This design comes from an exercise in tuning for small area, a short achievable clock period and few clock cycles on the open sky130 flow, not from production work. Power figures rest on the tool's default switching activity, not on a simulated workload.

==> inputs of run a <==
==> flow/design.v (excerpt) <==
module bch_encoder(rst, clk, msg, bch_dataout, done);
    input rst;
    input clk;
    input [190:0] msg;
    output reg [254:0] bch_dataout;
    output reg done;
    wire x191 = msg[121] ~^ msg[147];
    wire x192 = msg[51] ~^ msg[75];
    wire x193 = msg[30] ~^ msg[33];
    wire x194 = msg[52] ~^ msg[179];
    wire x195 = msg[80] ~^ msg[122];
    wire x196 = msg[74] ~^ msg[177];
    wire x197 = msg[73] ~^ msg[176];
    wire x198 = msg[2] ~^ msg[174];
    wire x199 = msg[63] ~^ msg[98];
    wire x200 = msg[0] ~^ msg[175];
    wire x201 = msg[107] ~^ msg[136];
    wire x202 = msg[32] ~^ msg[137];
    wire x203 = msg[22] ~^ msg[44];
    wire x204 = msg[76] ~^ msg[139];
    wire x205 = msg[78] ~^ msg[84];
    wire x206 = msg[9] ~^ msg[25];
    wire x207 = msg[10] ~^ msg[26];
    wire x208 = msg[48] ~^ msg[165];
    wire x209 = msg[178] ~^ msg[190];
    wire x210 = msg[138] ~^ msg[185];
    wire x211 = msg[5] ~^ msg[85];
    wire x212 = msg[123] ~^ msg[128];
    wire x213 = msg[1] ~^ msg[135];
    wire x214 = msg[6] ~^ msg[86];
    wire x215 = msg[8] ~^ msg[166];
    wire x216 = msg[61] ~^ msg[96];
    wire x217 = msg[7] ~^ msg[88];
    wire x218 = msg[24] ~^ msg[116];
    wire x219 = msg[62] ~^ msg[97];
    wire x220 = msg[124] ~^ msg[129];
  ...
Settings: LEC_CHECK=0, CAP_MARGIN=20, CORE_MARGIN=2, CORE_UTILIZATION=35, SETUP_SLACK_MARGIN=2.5, SLEW_MARGIN=20; clock period 6.0 ns.
standard.sh (not shown) runs the stock make flow with config.mk's settings and CLKGATE_MAP_FILE= SYNTH_SCRIPT=/design/flow/synth_recipe.tcl, a recipe that flattens the netlist after the stock synthesis.
==> flow/flow/run.sh <==
#!/bin/bash
# Standard ORFS layout with these changes:
#  - synthesis maps the XOR network cell for cell (flow/synth_xor.tcl and
#    flow/xormap.v, through a copy of ORFS's scripts whose synth.tcl calls
#    techmap in place of abc);
#  - the 3-input XOR/XNOR cells are added to the don't-use list;
#  - ports are buffered with buf_2 instead of the resizer's default pick.
# Each make run logs to its own file here; ORFS's own logs are under orfs/logs.
set -euo pipefail
here=$(pwd)
DU="sky130_fd_sc_hd__probe_p_8 sky130_fd_sc_hd__probec_p_8 sky130_fd_sc_hd__lpflow_bleeder_1 sky130_fd_sc_hd__lpflow_clkbufkapwr_1 sky130_fd_sc_hd__lpflow_clkbufkapwr_16 sky130_fd_sc_hd__lpflow_clkbufkapwr_2 sky130_fd_sc_hd__lpflow_clkbufkapwr_4 sky130_fd_sc_hd__lpflow_clkbufkapwr_8 sky130_fd_sc_hd__lpflow_clkinvkapwr_1 sky130_fd_sc_hd__lpflow_clkinvkapwr_16 sky130_fd_sc_hd__lpflow_clkinvkapwr_2 sky130_fd_sc_hd__lpflow_clkinvkapwr_4 sky130_fd_sc_hd__lpflow_clkinvkapwr_8 sky130_fd_sc_hd__lpflow_decapkapwr_12 sky130_fd_sc_hd__lpflow_decapkapwr_3 sky130_fd_sc_hd__lpflow_decapkapwr_4 sky130_fd_sc_hd__lpflow_decapkapwr_6 sky130_fd_sc_hd__lpflow_decapkapwr_8 sky130_fd_sc_hd__lpflow_inputiso0n_1 sky130_fd_sc_hd__lpflow_inputiso0p_1 sky130_fd_sc_hd__lpflow_inputiso1n_1 sky130_fd_sc_hd__lpflow_inputiso1p_1 sky130_fd_sc_hd__lpflow_inputisolatch_1 sky130_fd_sc_hd__lpflow_isobufsrc_1 sky130_fd_sc_hd__lpflow_isobufsrc_16 sky130_fd_sc_hd__lpflow_isobufsrc_2 sky130_fd_sc_hd__lpflow_isobufsrc_4 sky130_fd_sc_hd__lpflow_isobufsrc_8 sky130_fd_sc_hd__lpflow_isobufsrckapwr_16 sky130_fd_sc_hd__lpflow_lsbuf_lh_hl_isowell_tap_1 sky130_fd_sc_hd__lpflow_lsbuf_lh_hl_isowell_tap_2 sky130_fd_sc_hd__lpflow_lsbuf_lh_hl_isowell_tap_4 sky130_fd_sc_hd__lpflow_lsbuf_lh_isowell_4 sky130_fd_sc_hd__lpflow_lsbuf_lh_isowell_tap_1 sky130_fd_sc_hd__lpflow_lsbuf_lh_isowell_tap_2 sky130_fd_sc_hd__lpflow_lsbuf_lh_isowell_tap_4 sky130_fd_sc_hd__fill_1 sky130_fd_sc_hd__fill_2 sky130_fd_sc_hd__fill_4 sky130_fd_sc_hd__fill_8 "
DU="$DU sky130_fd_sc_hd__xor3_1 sky130_fd_sc_hd__xor3_2 sky130_fd_sc_hd__xor3_4"
DU="$DU sky130_fd_sc_hd__xnor3_1 sky130_fd_sc_hd__xnor3_2 sky130_fd_sc_hd__xnor3_4"
BP=sky130_fd_sc_hd__buf_2
rm -rf scripts_xor; cp -r "$FLOW_HOME/scripts" scripts_xor
sed -i 's|^  log_cmd abc {\*}$abc_args|  techmap -map '"$here"'/flow/xormap.v|' scripts_xor/synth.tcl
grep -q "flow/xormap.v" scripts_xor/synth.tcl
bash standard.sh "DONT_USE_CELLS=$DU" "BUFFER_PORTS_ARGS=-buffer_cell $BP" \
  "SCRIPTS_DIR=$here/scripts_xor" "SYNTH_SCRIPT=$here/flow/synth_xor.tcl" synth > make_synth.log 2>&1
bash standard.sh "DONT_USE_CELLS=$DU" "BUFFER_PORTS_ARGS=-buffer_cell $BP" finish > make_finish.log 2>&1
Other scripts of this flow, unchanged in this note and not shown: flow/flow/synth_xor.tcl, flow/flow/xormap.v
==> inputs of run b, as changes to run a <==
- CORE_UTILIZATION: 35 -> 40
- SETUP_SLACK_MARGIN: 2.5 -> 2.0
==> inputs of run c, as changes to run a <==
- SETUP_SLACK_MARGIN: 2.5 -> 3.5
==> inputs of run d, as changes to run a <==
- SETUP_SLACK_MARGIN: 2.5 -> 3.0
==> comparison table <==
quantity                                                                     run d                    run b                    run c                    run a
Placed standard-cell area                                              34100 sq um              33400 sq um              36000 sq um              33800 sq um
Total routed wire length on the met1 layer                                76300 um                 69400 um                 77400 um                 79100 um
Sequential power                                                           3.09 mW                  3.09 mW                  3.10 mW                  3.09 mW
Sw Share                                                                     48.8%                    50.5%                    46.7%                    51.1%
Count of plain and timing-repair buffers in the layout                         847                      639                     1367                      666
Iter 0 DRT Violations                                                         3782                     4521                     4947                     3552
Layout Cell Area excl Fill                                             45500 sq um              34600 sq um              64800 sq um              36100 sq um
Horizontal die dimension                                                    288 um                   269 um                   288 um                   288 um
Max stage delay cell, worst path                                           xnor2_1                  xnor2_1                  xnor2_2                  xnor2_2
Maximum operating frequency                                                316 MHz                  231 MHz                  336 MHz                  266 MHz
Destination of the worst register-to-register timing path          bch_dataout[20]         bch_dataout[141]          bch_dataout[39]          bch_dataout[23]
Comb power frac                                                              80.4%                    77.3%                    84.3%                    78.5%
Via count of the first global-routing pass                                   24200                    24000                    28600                    23000
Status                                                     complete, no violations  complete, no violations  complete, no violations  complete, no violations
CTS Buf Count                                                                   30                       29                       30                       30
CTS clock-pin slew for the worst setup and hold paths                      0.07 ns                  0.06 ns                  0.06 ns                  0.06 ns
Worst supply voltage drop on vdd                                            263 uV                   352 uV                   285 uV                   265 uV
Function was not checked in any run of this note: the RTL went through the layout flow alone.

## static timing again, ports no longer ideal
The flow's constraints put no driver on any port. The routed layouts listed below were extracted and timed again, unchanged, in two steps.
Step 1 sets driving cells, clkbuf_16 on the clock port and buf_2 on the other inputs (assumed; they add their load-dependent delay and slew).
Step 2 adds t to the input delays and takes it off the output delays; t is the mean of the earliest and latest rising clock arrival at the registers after step 1. Input paths then give back, and output paths get back, about the clock's delay inside the block.
Three values: ideal, step 1, step 2; two values: the first two.
run | shift t [ns] | slack for setup (ns) | latest minus earliest clock arrival (ns) | worst data-port slew with drivers (ns) | pins driven straight from the clock port
run a | 0.680 | 2.238 / 2.296 / 1.615 | 0.033 / 0.033 | 0.04 | 1
run b | 0.677 | 1.675 / 1.724 / 1.047 | 0.030 / 0.030 | 0.05 | 1
run c | 0.742 | 3.025 / 3.048 / 2.306 | 0.041 / 0.041 | 0.12 | 1
run d | 0.680 | 2.833 / 2.884 / 2.203 | 0.024 / 0.025 | 0.08 | 1
After both steps setup and hold are still met in every run listed. The setup slack of run c, which loses most, moves by +0.023 ns with the drivers and by -0.719 ns with both steps.
